Background: an optimization exercise with open tools, aiming at small area and a short achievable clock period. Do not read the settings as production practice. Only simulation tests tie the RTL to the original design; equivalence was not proved. No activity file was given, so power comes from the tool's default toggle rates.

==> flow/design.v <==
module fifo(clk,rst,din,dout,wen,ren,full,empty,fifo_cnt);
 input clk,rst;
 input [31:0] din;
 input wen,ren;
 output reg [4:0] fifo_cnt;
 output reg [31:0] dout;
 output reg full;
 output reg empty;
 reg [31:0] mem [0:15];
 reg [15:0] rsel, wsel;      
 reg        ne, nf;          
 reg [4:0]  ncnt;            
 wire rd  = ren & ne;                
 wire wr  = wen & (nf | ren);        
 wire inc = wr & ~rd;
 wire dec = rd & ~wr;
 wire [4:0] cnt    = ~ncnt;
 wire [4:0] cnt_up = cnt + 5'd1;
 wire [4:0] cnt_dn = cnt - 5'd1;
 wire [4:0] cnt_n  = inc ? cnt_up : dec ? cnt_dn : cnt;
 wire is1  = (cnt == 5'd1);
 wire is15 = (cnt == 5'd15);
 wire empty_n = ne ? (is1 & dec) : ~wen;
 wire full_n  = nf ? (is15 & inc) : ~dec;
 always @(posedge clk) begin
  if (!rst) begin
   fifo_cnt <= 5'd0;
   ncnt     <= 5'h1f;
   empty    <= 1'b1;
   full     <= 1'b0;
   ne       <= 1'b0;
   nf       <= 1'b1;
   wsel     <= 16'd1;
   rsel     <= 16'd1;
  end else begin
   fifo_cnt <= cnt_n;
   ncnt     <= ~cnt_n;
   empty    <= empty_n;
   full     <= full_n;
   ne       <= ~empty_n;
   nf       <= ~full_n;
   if (wr) wsel <= {wsel[14:0], wsel[15]};
   if (rd) rsel <= {rsel[14:0], rsel[15]};
  end
 end
 wire slot_we = nf | (wen & ren);
 integer i;
 always @(posedge clk) begin
  for (i = 0; i < 16; i = i + 1)
   if (slot_we && wsel[i]) mem[i] <= din;
 end
 wire [15:0] rs = rsel & {16{rd}};
 reg [31:0] dout_n;
 always @(*) begin
  dout_n = dout & {32{~rd}};
  for (i = 0; i < 16; i = i + 1)
   dout_n = dout_n | (mem[i] & {32{rs[i]}});
 end
 always @(posedge clk) dout <= dout_n;
endmodule
export LEC_CHECK = 0
export CAP_MARGIN = 20
export CORE_MARGIN = 2
export CORE_UTILIZATION = 40
export SETUP_SLACK_MARGIN = 0.8
export SLEW_MARGIN = 20
create_clock -name core_clock -period 2.4 [get_ports {clk}]
standard.sh (not shown) runs the stock make flow with config.mk's settings and CLKGATE_MAP_FILE= SYNTH_SCRIPT=/design/flow/synth_recipe.tcl, a recipe that flattens the netlist after the stock synthesis.
==> flow/flow/run.sh <==
#!/bin/bash
# The standard layout (standard.sh: the standard flow's synthesis and ORFS steps), with
# three changes:
#  - CTS clusters up to 25 sinks within 100 um and inserts no dummy loads,
#  - port buffers start as buf_4 instead of a delay-cell buffer,
#  - the resizer may swap cells across footprints.
set -euo pipefail
export CTS_ARGS="-sink_clustering_enable -repair_clock_nets -sink_clustering_size 25 -sink_clustering_max_diameter 100 -dont_use_dummy_load"
export BUFFER_PORTS_ARGS="-buffer_cell sky130_fd_sc_hd__buf_4"
bash standard.sh MATCH_CELL_FOOTPRINT=0 finish > standard_flow.log 2>&1
Edit:
==> flow/design.v (replaced) <==
module fifo(clk,rst,din,dout,wen,ren,full,empty,fifo_cnt);
 input clk,rst;
 input [31:0] din;
 input wen,ren;
 output reg [4:0] fifo_cnt;
 output reg [31:0] dout;
 output reg full;
 output reg empty;
 reg [31:0] mem [0:16];
 reg [16:0] rsel, wsel;      
 reg        ne, nf;          
 reg [4:0]  ncnt;            
 wire rd  = ren & ne;                
 wire wr  = wen & (nf | ren);        
 wire inc = wr & ~rd;
 wire dec = rd & ~wr;
 wire [4:0] cnt    = ~ncnt;
 wire [4:0] cnt_up = cnt + 5'd1;
 wire [4:0] cnt_dn = cnt - 5'd1;
 wire [4:0] cnt_n  = inc ? cnt_up : dec ? cnt_dn : cnt;
 wire is1  = (cnt == 5'd1);
 wire is15 = (cnt == 5'd15);
 wire empty_n = ne ? (is1 & dec) : ~wen;
 wire full_n  = nf ? (is15 & inc) : ~dec;
 always @(posedge clk) begin
  if (!rst) begin
   fifo_cnt <= 5'd0;
   ncnt     <= 5'h1f;
   empty    <= 1'b1;
   full     <= 1'b0;
   ne       <= 1'b0;
   nf       <= 1'b1;
   wsel     <= 17'd1;
   rsel     <= 17'd1;
  end else begin
   fifo_cnt <= cnt_n;
   ncnt     <= ~cnt_n;
   empty    <= empty_n;
   full     <= full_n;
   ne       <= ~empty_n;
   nf       <= ~full_n;
   if (wr) wsel <= {wsel[15:0], wsel[16]};
   if (rd) rsel <= {rsel[15:0], rsel[16]};
  end
 end
 integer i;
 always @(posedge clk) begin
  for (i = 0; i < 17; i = i + 1)
   if (wsel[i]) mem[i] <= din;
 end
 wire [16:0] rs = rsel & {17{rd}};
 reg [31:0] dout_n;
 always @(*) begin
  dout_n = dout & {32{~rd}};
  for (i = 0; i < 17; i = i + 1)
   dout_n = dout_n | (mem[i] & {32{rs[i]}});
 end
 always @(posedge clk) dout <= dout_n;
endmodule
After rerunning: Hold slack hardly moves; fmax came out higher slightly; sequential power went up by a few percent; cell count came out higher by a few percent; setup slack gains 0.017 ns; global-route usage came out lower by 1.1 points; die area increases by a few percent; clock-buffer cell count is higher by 1; total power rose by a few percent; core utilization stays flat; sequential share of layout area rose by 0.93 points.

==> what the ideal ports hide <==
Ports are ideal in the flow. The routed layouts listed here were re-timed in OpenROAD.
Step 1 assumes that a clkbuf_16 drives the clock port and a buf_2 every other input.
Step 2 times the ports against the registers' clock, not the clock port: input delays grow and output delays shrink by t, the midpoint of the rising clock arrivals with the driver on.
Slacks: no drivers / after step 1 / after step 2; pairs: no drivers / after step 1.
run | t, ns | setup WS [ns] | hold WS [ns] | latest minus earliest clock arrival (ns) | slew at the worst register clock pin (ns)
the first run | 0.640 | 0.770 / 0.760 / 0.449 | 0.177 / 0.148 / 0.450 | 0.042 / 0.042 | 0.10 / 0.10
the second run | 0.649 | 0.787 / 0.732 / 0.644 | 0.178 / 0.145 / 0.447 | 0.013 / 0.013 | 0.10 / 0.10
After both steps setup and hold are still met in every run listed. The setup slack of the first run, which loses most, moves by -0.010 ns with the drivers and by -0.321 ns with both steps.
